Context: an optimization exercise on an open-source flow, tuned for small area. The choices shown serve that exercise and are no tape-out recipe. At most, simulation tests tie the RTL to the original design; equivalence was not proved. The flow treats the clock pin as an ideal source, which a real chip does not have.

==> run a: inputs <==
==> flow/design.v <==
module lfsr #(
  parameter integer W = 64
)(
  input  wire clk,
  input  wire rstn,
  input  wire enable,
  output reg  [W-1:0] state
);
  wire feedback = state[63] ^ state[62] ^ state[60] ^ state[59];
  always @(posedge clk or negedge rstn) begin
    if (!rstn)
      state <= {W{1'b1}};
    else if (enable)
      state <= {state[W-2:0], feedback};
  end
endmodule
module uart_tx (
  input  wire [4:0]  k,
  input  wire [3:0]  s,
  input  wire [63:0] chal,
  input  wire        voted,
  output wire        tx
);
  wire [3:0] n = chal[{~k[3:0], 2'b00} +: 4];
  wire       hi = n[3] & (n[2] | n[1]);
  wire [7:0] hex = hi ? {4'h4, 1'b0, n[2] & (n[1] | n[0]), ~(n[1] ^ n[0]), ~n[0]}
                      : {4'h3, n};
  reg  [7:0] ch;
  always @(*) begin
    if (k[4])
      ch = hex;
    else case (k[3:0])
      4'd14:   ch = 8'h43;               
      4'd1:    ch = 8'h52;               
      4'd3:    ch = {7'h18, voted};      
      4'd4:    ch = 8'h0A;               
      default: ch = 8'h2C;               
    endcase
  end
  assign tx = s[3] ? ch[s[2:0]] : ~(s[1] & s[0]);
endmodule
module top #(
  parameter integer N = 64
)(
  input  wire clk,
  input  wire btn_start,
  input  wire rstn,
  output wire uart_tx_o,
  output wire [7:0] leds,
  output wire puf_launch,
  output wire [N-1:0] puf_challenge,
  input  wire puf_response
);
  reg [2:0] btn_sync;
  always @(posedge clk or negedge rstn) begin
    if (!rstn) btn_sync <= 3'b000;
    else       btn_sync <= {btn_sync[1:0], btn_start};
  end
  reg  [4:0] k;           
  reg  [3:0] s;           
  reg  [9:0] c;           
  reg  [1:0] ones;        
  reg        voted;
  wire quiet = ~k[4] & k[2] & ~k[1] & k[0];    
  wire idle  = quiet & ~k[3];
  wire pre   = quiet &  k[3];
  wire start = idle & ~btn_sync[2] & btn_sync[1];
  wire step   = pre & (s == 4'd0);
  wire launch = pre &  s[0] & (s <= 4'd9);
  wire sample = pre & ~s[0] & (s != 4'd0) & (s <= 4'd10);
  wire vote   = pre & (s == 4'd11);
  wire go     = pre & (s == 4'd12);
  wire tick = &c;
  wire lng  = (s == 4'd15) | (s == 4'd0);       
  always @(posedge clk) begin
    if (go)
      c <= 10'h006;
    else if (tick)
      c <= lng ? 10'h006 : 10'h00c;
    else
      c <= {c[8:0], c[9] ^ c[6]};
    if (start)
      s <= 4'd0;
    else if (go)
      s <= 4'd6;
    else if (pre)
      s <= s + 4'd1;
    else if (tick)
      s <= (s == 4'd0) ? 4'd6 : s + 4'd1;
    if (start)
      ones <= 2'd0;
    else if (sample & puf_response & ~&ones)
      ones <= ones + 2'd1;
  end
  always @(posedge clk or negedge rstn) begin
    if (!rstn) begin
      k     <= 5'd5;
      voted <= 1'b0;
    end else begin
      if (start)
        k <= 5'd13;
      else if (go | (~quiet & tick & (s == 4'd0)))
        k <= k + 5'd1;
      if (vote) voted <= &ones;
    end
  end
  lfsr #(.W(N)) u_lfsr (
    .clk(clk), .rstn(rstn), .enable(step), .state(puf_challenge)
  );
  wire tx;
  uart_tx u_tx (.k(k), .s(s), .chal(puf_challenge), .voted(voted), .tx(tx));
  assign uart_tx_o  = quiet | tx;
  assign puf_launch = launch;
  assign leds       = {7'b0, voted};
endmodule
==> flow/flow/run.sh <==
#!/bin/bash
# Own layout flow: the standard synthesis, its combinational logic re-mapped
# for area (flow/resynth.py; registers untouched), then the standard ORFS
# layout with buf_1 port buffers, one tie cell for all constant outputs, and
# clock buffers shrunk after CTS while the clock pin slews stay low.
set -euo pipefail
W=$(pwd)
P=${FLOW_PLATFORM:-sky130hd}
R=$W/orfs/results/$P/top/base

bash standard.sh synth > $W/synth.log 2>&1
cp $R/1_2_yosys.v $W/1_2_yosys.std.v
mkdir -p $W/resynth
python3 $W/flow/resynth.py $W/1_2_yosys.std.v $W/1_2_yosys.rs.v $W/resynth > $W/resynth.log 2>&1
cp $W/resynth/resynth_summary.log $W/resynth_summary.log
cp $W/1_2_yosys.rs.v $R/1_2_yosys.v
rm -f $R/1_synth.odb $R/1_synth.sdc

bash standard.sh \
  "BUFFER_PORTS_ARGS=-buffer_cell sky130_fd_sc_hd__buf_1" \
  "CTS_ARGS=$(cat $W/flow/cts_args.txt)" \
  "POST_CTS_TCL=$W/flow/shrink_clk.tcl" \
  $(cat $W/flow/make_vars.txt) \
  finish > $W/layout.log 2>&1
==> flow/flow/abc_scripts.txt <==
strash; dch; amap
strash; dc2; dch; amap; strash; dch; amap
strash; &get -n; &deepsyn -T 30; &put; dch; amap
strash; &get -n; &deepsyn -T 30 -S 7; &put; dch; amap
==> flow/flow/cts_args.txt <==
-sink_clustering_enable -repair_clock_nets -dont_use_dummy_load -buf_list {sky130_fd_sc_hd__clkbuf_8}
==> flow/flow/make_vars.txt <==
SKIP_REPAIR_TIE_FANOUT=1
==> flow/flow/resynth.py <==
#!/usr/bin/env python3
"""Re-map the combinational logic of the standard synthesis for area.

Registers keep their instance names and cell types. Each ABC script in
abc_scripts.txt is tried twice: on all the logic, and with the 2:1 muxes that
feed flip-flop D pins kept out of ABC and mapped afterwards to a22o cells that
share one inverter per select net. The smallest netlist is kept.

usage: resynth.py STD_NETLIST OUT_NETLIST WORKDIR
"""
import os, re, subprocess, sys

std, out, work = sys.argv[1:4]
here = os.path.dirname(os.path.abspath(__file__))
plat = os.environ.get("FLOW_PLATFORM", "sky130hd")
top = os.environ.get("FLOW_TOP", "top")
flow_home = os.environ["FLOW_HOME"]
lib = f"{flow_home}/platforms/{plat}/lib/sky130_fd_sc_hd__tt_025C_1v80.lib"
cfg = open(f"{flow_home}/platforms/{plat}/config.mk").read()
dont_use = sorted(set(re.findall(r"sky130_fd_sc_hd__(?:lpflow|probe)\w*", cfg)))
du_args = " ".join(f"-dont_use {c}" for c in dont_use)
SEQ = r"sky130_fd_sc_hd__(df|edf|sdf|sedf|dl)"


def keep_muxes(src):
    """Rename mux2 cells whose output drives a flip-flop D pin to KEEPMUX."""
    insts = list(re.finditer(r"^\s*(sky130_fd_sc_hd__\w+)\s+(\S+)\s*\((.*?)\);", src, re.M | re.S))
    dnets = set()
    for m in insts:
        if re.match(SEQ, m.group(1)):
            d = re.search(r"\.D\(([^)]*)\)", m.group(3))
            if d:
                dnets.add(d.group(1).strip())
    parts, last, n = [], 0, 0
    for m in insts:
        if re.match(r"sky130_fd_sc_hd__mux2_\d", m.group(1)):
            x = re.search(r"\.X\(([^)]*)\)", m.group(3))
            if x and x.group(1).strip() in dnets:
                parts += [src[last:m.start(1)], "KEEPMUX"]
                last = m.end(1)
                n += 1
    parts.append(src[last:])
    return "".join(parts), n


def map_kept(src):
    """KEEPMUX -> a22o_1, with one clkinv_1 per select net."""
    invs = {}

    def pin(body, p):
        return re.search(r"\." + p + r"\(([^)]*)\)", body).group(1).strip()

    def rep(m):
        ind, name, body = m.group(1), m.group(2), m.group(3)
        a0, a1, s, x = (pin(body, p) for p in ("A0", "A1", "S", "X"))
        sn = invs.setdefault(s, f"keepmux_sn_{len(invs)}")
        return (f"{ind}sky130_fd_sc_hd__a22o_1 {name} (\n    .A1({s}),\n    .A2({a1}),\n"
                f"    .B1({sn}),\n    .B2({a0}),\n    .X({x})\n  );")

    src = re.sub(r"^(\s*)KEEPMUX\s+(\S+)\s*\((.*?)\);", rep, src, flags=re.M | re.S)
    decl = "".join(f"  wire {sn};\n  sky130_fd_sc_hd__clkinv_1 {sn}_inv (\n    .A({s}),\n    .Y({sn})\n  );\n"
                   for s, sn in invs.items())
    i = src.rfind("endmodule")
    return src[:i] + decl + src[i:]


def yosys(script, log):
    with open(log, "w") as f:
        return subprocess.run(["yosys", "-q", "-l", log + ".yosys", "-p", script],
                              stdout=f, stderr=subprocess.STDOUT, timeout=900).returncode == 0


def area(netlist, log):
    st = netlist + ".stat"
    ok = yosys(f"read_liberty -lib {lib}; read_verilog {netlist}; hierarchy -top {top}; "
               f"tee -q -o {st} stat -liberty {lib}", log)
    if not ok:
        return None
    m = re.search(r"Chip area for module .*?: ([\d.]+)", open(st).read())
    return float(m.group(1)) if m else None


def run(idx, scr, keep):
    tag = f"rs_{idx}_{'k' if keep else 'p'}"
    inp = std
    if keep:
        text, n = keep_muxes(open(std).read())
        if n == 0:
            return None, None
        inp = f"{work}/{tag}_in.v"
        open(inp, "w").write(text)
        open(f"{work}/keepmux_bb.v", "w").write(
            "(* blackbox *)\nmodule KEEPMUX(input A0, input A1, input S, output X);\nendmodule\n")
    mid = f"{work}/{tag}_mid.v"
    scr_q = scr.replace('"', '\\"')
    script = f"""
read_liberty -ignore_miss_func -overwrite -setattr liberty_cell {lib}
blackbox sky130_fd_sc_hd__df* sky130_fd_sc_hd__edf* sky130_fd_sc_hd__sdf* sky130_fd_sc_hd__sedf* sky130_fd_sc_hd__dl*
{'read_verilog -lib ' + work + '/keepmux_bb.v' if keep else ''}
read_verilog {inp}
hierarchy -top {top}
flatten
rename -hide w:*.*
opt -purge
abc -liberty {lib} {du_args} -script "+{scr_q}"
opt_clean -purge
hilomap -singleton -hicell sky130_fd_sc_hd__conb_1 HI -locell sky130_fd_sc_hd__conb_1 LO
splitnets
opt_clean -purge
write_verilog -noattr -nohex -nodec {mid}
"""
    if not yosys(script, f"{work}/{tag}.log"):
        return None, None
    res = f"{work}/{tag}.v"
    text = open(mid).read()
    open(res, "w").write(map_kept(text) if keep else text)
    return area(res, f"{work}/{tag}_area.log"), res


scripts = [l.strip() for l in open(f"{here}/abc_scripts.txt") if l.strip() and not l.startswith("#")]
best = (area(std, f"{work}/rs_std_area.log"), std)
with open(f"{work}/resynth_summary.log", "w") as log:
    log.write(f"standard synthesis: {best[0]}\n")
    for i, scr in enumerate(scripts, 1):
        for keep in (False, True):
            try:
                a, res = run(i, scr, keep)
            except subprocess.TimeoutExpired:
                a, res = None, None
            log.write(f"script {i} keep={keep}: {scr} -> {a}\n")
            log.flush()
            if a is not None and (best[0] is None or a < best[0]):
                best = (a, res)
    log.write(f"best: {best[1]} ({best[0]})\n")
open(out, "w").write(open(best[1]).read())
==> flow/flow/shrink_clk.tcl <==
# Shrink clock buffers while every flip-flop clock pin keeps a slew under
# the target (placement-estimated parasitics).
proc clk_max_slew {} {
  set mx 0
  foreach pin [get_pins -hierarchical */CLK] {
    foreach p {slew_max_rise slew_max_fall} {
      set s [get_property $pin $p]
      if {$s > $mx} {set mx $s}
    }
  }
  return $mx
}
set target [expr {[info exists ::env(CLK_SLEW_TARGET)] ? $::env(CLK_SLEW_TARGET) : 0.110}]
set sizes {sky130_fd_sc_hd__clkbuf_1 sky130_fd_sc_hd__clkbuf_2 sky130_fd_sc_hd__clkbuf_4 sky130_fd_sc_hd__clkbuf_8 sky130_fd_sc_hd__clkbuf_16}
set changed 1
while {$changed} {
  set changed 0
  foreach inst [[ord::get_db_block] getInsts] {
    set m [[$inst getMaster] getName]
    set i [lsearch $sizes $m]
    if {$i <= 0} continue
    set smaller [lindex $sizes [expr $i - 1]]
    set name [$inst getName]
    replace_cell $name $smaller
    estimate_parasitics -placement
    if {[clk_max_slew] > $target} {
      replace_cell $name $m
      estimate_parasitics -placement
    } else {
      puts "shrink_clk: $name $m -> $smaller"
      set changed 1
    }
  }
}
puts "shrink_clk: max clock pin slew [clk_max_slew]"
==> flow/standard.sh <==
#!/bin/bash
# synth_recipe.tcl (not shown) runs the flow's synth.tcl, then flattens the netlist and writes it again
# the make line also repeats each setting of config.mk as NAME=value (left out here)
make -C /OpenROAD-flow-scripts/flow DESIGN_CONFIG=/design/flow/config.mk WORK_HOME=/design/flow/orfs CLKGATE_MAP_FILE= SYNTH_SCRIPT=/design/flow/synth_recipe.tcl "${@:-finish}"
==> flow/config.mk <==
export PLATFORM = sky130hd
export DESIGN_NAME = top
export DESIGN_NICKNAME = top
export VERILOG_FILES = /design/flow/design.v
export SDC_FILE = /design/flow/constraint.sdc
export NUM_CORES = 4
export LEC_CHECK = 0
export CAP_MARGIN = 20
export CORE_MARGIN = 2
export CORE_UTILIZATION = 60
export PLACE_DENSITY = 0.7
export SLEW_MARGIN = 20
==> flow/constraint.sdc <==
create_clock -name core_clock -period 10.0 [get_ports {clk}]
set_input_delay 2.0000 -clock core_clock [delete_from_list [all_inputs] [get_ports {clk}]]
set_output_delay 2.0000 -clock core_clock [all_outputs]
set_load 0.01 [all_outputs]
==> inputs of run b, as changes to run a <==
==> flow/design.v, changed modules only <==
module uart_tx (
  input  wire [4:0]  k,
  input  wire [3:0]  s,
  input  wire [63:0] chal,
  input  wire        voted,
  output wire        tx
);
  wire [3:0] n = chal[{~k[3:0], 2'b00} +: 4];
  wire       hi = n[3] & (n[2] | n[1]);
  wire [7:0] hex = hi ? {4'h4, 1'b0, n[2] & (n[1] | n[0]), ~(n[1] ^ n[0]), ~n[0]}
                      : {4'h3, n};
  wire [7:0] other;
  assign other[7] = 1'b0;
  assign other[6] = k[3] ? ~k[0] : (k[0] & ~k[1]);
  assign other[5] = k[3] ?  k[0] : (~k[2] & (k[1] | ~k[0]));
  assign other[4] = k[0] & ~k[3];
  assign other[3] = ~(k[3] ^ k[0]);
  assign other[2] = k[3] ?  k[0] : (~k[0] & ~k[2]);
  assign other[1] = ~other[5];
  assign other[0] = k[3] ? ~k[0] : (k[0] & k[1] & voted);
  wire [7:0] ch = k[4] ? hex : other;
  assign tx = s[3] ? ch[s[2:0]] : ~(s[1] & s[0]);
endmodule
module top #(
  parameter integer N = 64
)(
  input  wire clk,
  input  wire btn_start,
  input  wire rstn,
  output wire uart_tx_o,
  output wire [7:0] leds,
  output wire puf_launch,
  output wire [N-1:0] puf_challenge,
  input  wire puf_response
);
  reg [2:0] btn_sync;
  always @(posedge clk or negedge rstn) begin
    if (!rstn) btn_sync <= 3'b000;
    else       btn_sync <= {btn_sync[1:0], btn_start};
  end
  reg  [4:0] k;           
  reg  [3:0] s;           
  reg  [9:0] c;           
  reg        voted;
  wire quiet = ~k[4] & k[2] & ~k[1] & k[0];    
  wire idle  = quiet & ~k[3];
  wire pre   = quiet &  k[3];
  wire start = idle & ~btn_sync[2] & btn_sync[1];
  wire step   = pre & (s == 4'd0);
  wire launch = pre &  s[0] & ~(s[3] & s[1]);
  wire sample = pre & ~s[0] & (s != 4'd0) & ~(s[3] & s[2]);
  wire vote   = pre & s[3] & s[1] & s[0];
  wire go     = pre & s[3] & s[2];
  wire tick = &c;
  wire lng  = (s == 4'd15) | (s == 4'd0);       
  wire [1:0] ones = c[1:0];
  always @(posedge clk) begin
    if (go)
      c <= 10'h006;
    else if (tick & ~pre)
      c <= lng ? 10'h006 : 10'h00c;
    else begin
      c[9:2] <= c[8:1];
      if (start)
        c[1:0] <= 2'd0;
      else if (pre) begin
        if (sample & puf_response & ~&ones)
          c[1:0] <= ones + 2'd1;
      end else
        c[1:0] <= {c[0], c[9] ^ c[6]};
    end
    if (start)
      s <= 4'd0;
    else if (go)
      s <= 4'd6;
    else if (pre)
      s <= s + 4'd1;
    else if (tick)
      s <= (s == 4'd0) ? 4'd6 : s + 4'd1;
  end
  always @(posedge clk or negedge rstn) begin
    if (!rstn) begin
      k     <= 5'd5;
      voted <= 1'b0;
    end else begin
      if (start)
        k <= 5'd13;
      else if (go | (~quiet & tick & (s == 4'd0)))
        k <= k + 5'd1;
      if (vote) voted <= &ones;
    end
  end
  lfsr #(.W(N)) u_lfsr (
    .clk(clk), .rstn(rstn), .enable(step), .state(puf_challenge)
  );
  wire tx;
  uart_tx u_tx (.k(k), .s(s), .chal(puf_challenge), .voted(voted), .tx(tx));
  assign uart_tx_o  = quiet | tx;
  assign puf_launch = launch;
  assign leds       = {7'b0, voted};
endmodule
==> flow/flow/abc_scripts.txt (replaced) <==
strash; dch; amap
strash; dc2; dch; amap; strash; dch; amap
strash; &get -n; &deepsyn -T 30 -S 1; &put; dch; amap
strash; &get -n; &deepsyn -T 30 -S 2; &put; dch; amap
strash; &get -n; &deepsyn -T 30 -S 3; &put; dch; amap
strash; &get -n; &deepsyn -T 30 -S 4; &put; dch; amap
strash; &get -n; &deepsyn -T 30 -S 5; &put; dch; amap
strash; &get -n; &deepsyn -T 30 -S 6; &put; dch; amap
--- a/flow/flow/resynth.py
+++ b/flow/flow/resynth.py
@@ -82,13 +82,11 @@
 
-def run(idx, scr, keep):
-    tag = f"rs_{idx}_{'k' if keep else 'p'}"
-    inp = std
-    if keep:
+def run(idx, scr, keep, keep4, src=None):
+    tag = f"rs_{idx}_{'k' if keep else 'p'}{'4' if keep4 else ''}"
+    inp = src or std
+    if keep and src is None:
         text, n = keep_muxes(open(std).read())
         if n == 0:
-            return None, None
+            return None, None, None
         inp = f"{work}/{tag}_in.v"
         open(inp, "w").write(text)
-        open(f"{work}/keepmux_bb.v", "w").write(
-            "(* blackbox *)\nmodule KEEPMUX(input A0, input A1, input S, output X);\nendmodule\n")
     mid = f"{work}/{tag}_mid.v"
@@ -98,2 +96,3 @@
 blackbox sky130_fd_sc_hd__df* sky130_fd_sc_hd__edf* sky130_fd_sc_hd__sdf* sky130_fd_sc_hd__sedf* sky130_fd_sc_hd__dl*
+{'blackbox sky130_fd_sc_hd__mux4*' if keep4 else ''}
 {'read_verilog -lib ' + work + '/keepmux_bb.v' if keep else ''}
@@ -112,3 +111,3 @@
     if not yosys(script, f"{work}/{tag}.log"):
-        return None, None
+        return None, None, None
     res = f"{work}/{tag}.v"
@@ -116,3 +115,3 @@
     open(res, "w").write(map_kept(text) if keep else text)
-    return area(res, f"{work}/{tag}_area.log"), res
+    return area(res, f"{work}/{tag}_area.log"), res, mid
 
@@ -120,16 +119,37 @@
 scripts = [l.strip() for l in open(f"{here}/abc_scripts.txt") if l.strip() and not l.startswith("#")]
-best = (area(std, f"{work}/rs_std_area.log"), std)
-with open(f"{work}/resynth_summary.log", "w") as log:
-    log.write(f"standard synthesis: {best[0]}\n")
-    for i, scr in enumerate(scripts, 1):
-        for keep in (False, True):
-            try:
-                a, res = run(i, scr, keep)
-            except subprocess.TimeoutExpired:
-                a, res = None, None
-            log.write(f"script {i} keep={keep}: {scr} -> {a}\n")
-            log.flush()
-            if a is not None and (best[0] is None or a < best[0]):
-                best = (a, res)
-    log.write(f"best: {best[1]} ({best[0]})\n")
+open(f"{work}/keepmux_bb.v", "w").write(
+    "(* blackbox *)\nmodule KEEPMUX(input A0, input A1, input S, output X);\nendmodule\n")
+
+
+def job(j):
+    i, scr, keep, src = j
+    try:
+        return run(i, scr, keep, False, src)
+    except subprocess.TimeoutExpired:
+        return None, None, None
+
+
+from concurrent.futures import ThreadPoolExecutor
+best = (area(std, f"{work}/rs_std_area.log"), std, None, None)
+log = open(f"{work}/resynth_summary.log", "w")
+log.write(f"standard synthesis: {best[0]}\n")
+rounds = int(os.environ.get("RESYNTH_ROUNDS", "3"))
+for rnd in range(rounds):
+    if rnd == 0:
+        jobs = [(i, scr, keep, None) for i, scr in enumerate(scripts, 1) for keep in (False, True)]
+    else:
+        # start again from the best netlist so far (its kept muxes stay kept)
+        if best[2] is None:
+            break
+        jobs = [(100 * rnd + i, scr, best[3], best[2]) for i, scr in enumerate(scripts, 1)]
+    with ThreadPoolExecutor(int(os.environ.get("NUM_CORES", "4"))) as ex:
+        results = list(ex.map(job, jobs))
+    for (i, scr, keep, src), (a, res, mid) in zip(jobs, results):
+        log.write(f"round {rnd} script {i} keep={keep}: {scr} -> {a}\n")
+        if a is not None and (best[0] is None or a < best[0]):
+            best = (a, res, mid, keep)
+    log.write(f"round {rnd} best: {best[1]} ({best[0]})\n")
+    log.flush()
+log.write(f"best: {best[1]} ({best[0]})\n")
+log.close()
 open(out, "w").write(open(best[1]).read())
--- a/flow/flow/shrink_clk.tcl
+++ b/flow/flow/shrink_clk.tcl
@@ -12,3 +12,3 @@
 }
-set target [expr {[info exists ::env(CLK_SLEW_TARGET)] ? $::env(CLK_SLEW_TARGET) : 0.110}]
+set target [expr {[info exists ::env(CLK_SLEW_TARGET)] ? $::env(CLK_SLEW_TARGET) : 0.114}]
 set sizes {sky130_fd_sc_hd__clkbuf_1 sky130_fd_sc_hd__clkbuf_2 sky130_fd_sc_hd__clkbuf_4 sky130_fd_sc_hd__clkbuf_8 sky130_fd_sc_hd__clkbuf_16}
CORE_UTILIZATION = 80   (was 60)
PLACE_DENSITY = 0.9   (was 0.7)
==> inputs of run c, as changes to run a <==
==> flow/design.v, changed modules only <==
module uart_tx (
  input  wire [4:0]  k,
  input  wire [3:0]  s,
  input  wire [63:0] chal,
  input  wire        voted,
  output wire        tx
);
  wire [3:0] n = chal[{~k[3:0], 2'b00} +: 4];
  wire       hi = n[3] & (n[2] | n[1]);
  wire [7:0] hex = hi ? {4'h4, 1'b0, n[2] & (n[1] | n[0]), ~(n[1] ^ n[0]), ~n[0]}
                      : {4'h3, n};
  wire [7:0] other;
  assign other[7] = 1'b0;
  assign other[6] = k[3] ? ~k[0] : (k[0] & ~k[1]);
  assign other[5] = k[3] ?  k[0] : (~k[2] & (k[1] | ~k[0]));
  assign other[4] = k[0] & ~k[3];
  assign other[3] = ~(k[3] ^ k[0]);
  assign other[2] = k[3] ?  k[0] : (~k[0] & ~k[2]);
  assign other[1] = ~other[5];
  assign other[0] = k[3] ? ~k[0] : (k[0] & k[1] & voted);
  wire [7:0] ch = k[4] ? hex : other;
  assign tx = s[3] ? ch[s[2:0]] : ~(s[1] & s[0]);
endmodule
module top #(
  parameter integer N = 64
)(
  input  wire clk,
  input  wire btn_start,
  input  wire rstn,
  output wire uart_tx_o,
  output wire [7:0] leds,
  output wire puf_launch,
  output wire [N-1:0] puf_challenge,
  input  wire puf_response
);
  reg [2:0] btn_sync;
  always @(posedge clk or negedge rstn) begin
    if (!rstn) btn_sync <= 3'b000;
    else       btn_sync <= {btn_sync[1:0], btn_start};
  end
  reg  [4:0] k;           
  reg  [3:0] s;           
  reg  [9:0] c;           
  reg        voted;
  wire quiet = ~k[4] & k[2] & ~k[1] & k[0];    
  wire idle  = quiet & ~k[3];
  wire pre   = quiet &  k[3];
  wire start = idle & ~btn_sync[2] & btn_sync[1];
  wire step   = pre & (s == 4'd0);
  wire launch = pre &  s[0] & ~(s[3] & s[1]);
  wire sample = pre & ~s[0] & (s != 4'd0) & ~(s[3] & s[2]);
  wire vote   = pre & s[3] & s[1] & s[0];
  wire go     = pre & s[3] & s[2];
  wire tick = &c;
  wire lng  = (s == 4'd15) | (s == 4'd0);       
  wire [1:0] ones = c[1:0];
  always @(posedge clk) begin
    if (go)
      c <= 10'h006;
    else if (tick & ~pre)
      c <= lng ? 10'h006 : 10'h00c;
    else begin
      c[9:2] <= c[8:1];
      if (start)
        c[1:0] <= 2'd0;
      else if (pre) begin
        if (sample & puf_response & ~&ones)
          c[1:0] <= ones + 2'd1;
      end else
        c[1:0] <= {c[0], c[9] ^ c[6]};
    end
    if (start)
      s <= 4'd0;
    else if (go)
      s <= 4'd6;
    else if (pre)
      s <= s + 4'd1;
    else if (tick)
      s <= (s == 4'd0) ? 4'd6 : s + 4'd1;
  end
  always @(posedge clk or negedge rstn) begin
    if (!rstn) begin
      k     <= 5'd5;
      voted <= 1'b0;
    end else begin
      if (start)
        k <= 5'd13;
      else if (go | (~quiet & tick & (s == 4'd0)))
        k <= k + 5'd1;
      if (vote) voted <= &ones;
    end
  end
  lfsr #(.W(N)) u_lfsr (
    .clk(clk), .rstn(rstn), .enable(step), .state(puf_challenge)
  );
  wire tx;
  uart_tx u_tx (.k(k), .s(s), .chal(puf_challenge), .voted(voted), .tx(tx));
  assign uart_tx_o  = quiet | tx;
  assign puf_launch = launch;
  assign leds       = {7'b0, voted};
endmodule
--- a/flow/flow/resynth.py
+++ b/flow/flow/resynth.py
@@ -82,4 +82,4 @@
 
-def run(idx, scr, keep):
-    tag = f"rs_{idx}_{'k' if keep else 'p'}"
+def run(idx, scr, keep, keep4):
+    tag = f"rs_{idx}_{'k' if keep else 'p'}{'4' if keep4 else ''}"
     inp = std
@@ -98,2 +98,3 @@
 blackbox sky130_fd_sc_hd__df* sky130_fd_sc_hd__edf* sky130_fd_sc_hd__sdf* sky130_fd_sc_hd__sedf* sky130_fd_sc_hd__dl*
+{'blackbox sky130_fd_sc_hd__mux4*' if keep4 else ''}
 {'read_verilog -lib ' + work + '/keepmux_bb.v' if keep else ''}
@@ -124,8 +125,8 @@
     for i, scr in enumerate(scripts, 1):
-        for keep in (False, True):
+        for keep, keep4 in ((False, False), (True, False)):
             try:
-                a, res = run(i, scr, keep)
+                a, res = run(i, scr, keep, keep4)
             except subprocess.TimeoutExpired:
                 a, res = None, None
-            log.write(f"script {i} keep={keep}: {scr} -> {a}\n")
+            log.write(f"script {i} keep={keep} keep4={keep4}: {scr} -> {a}\n")
             log.flush()
==> impl_metrics.yaml <==
cts:
  insertion_delay_ns: 0.54
drt:
  dr.pass1.iters: 5
timing:
  finalSetupTns_ns: 0
  finalSetupViolCount: 0
  clock_skew_ns: 0.03693
logic_synthesis:
  synth-warning-count: 3
run_status:
  status: "finished clean"
-- figures above: run a

==> impl_metrics.yaml <==
run_status:
  status: "did not finish"
  error: "[ERROR GPL-0301] Utilization 100.824 % exceeds 100%."
  lastStage: "global placement (3_3_place_gp)"
logic_synthesis:
  synth-warning-count: 2
  syn_inst: 345
floorplan:
  start_util_pct: 84.30
-- figures above: run b

==> impl_metrics.yaml <==
run_status:
  status: "finished clean"
cells_and_area:
  area_growth_syn_to_layout_pct: 12.45
  antenna_cells: 0
  top_register: "u_lfsr.state"
  reg_top3: "u_lfsr.state (64), c (10), k (5)"
timing:
  finalSetupViolCount: 0
  finalSetupTns_ns: 0
  clock_skew_ns: 0.03655
logic_synthesis:
  synth-warning-count: 2
cts:
  insertion_delay_ns: 0.50
placement:
  dp_cells: 501
-- figures above: run c

No functional check of the RTL was part of run a.

re-timing with driven ports:
The flow's constraints put no driver on any port. The routed layouts listed below were extracted and timed again, unchanged, in two steps.
Step 1 sets driving cells, clkbuf_16 on the clock port and buf_2 on the other inputs (assumed; they add their load-dependent delay and slew).
Step 2 moves the port delays by t, midway between the first and last clock arrival at a register: inputs arrive t later, outputs are due t later. That takes back most of the time a late clock gives input paths.
a / b / c = no drivers / after step 1 / after step 2; a / b = the first two.
| run | t (ns) | setup WS [ns] | hold WS [ns] |
|---|---|---|---|
| run a | 0.552 | 3.976 / 3.949 / 4.501 | 0.361 / 0.361 / 0.361 |
| run c | 0.509 | 4.078 / 4.049 / 4.558 | 0.402 / 0.402 / 0.402 |
After both steps setup and hold are still met in every run listed.
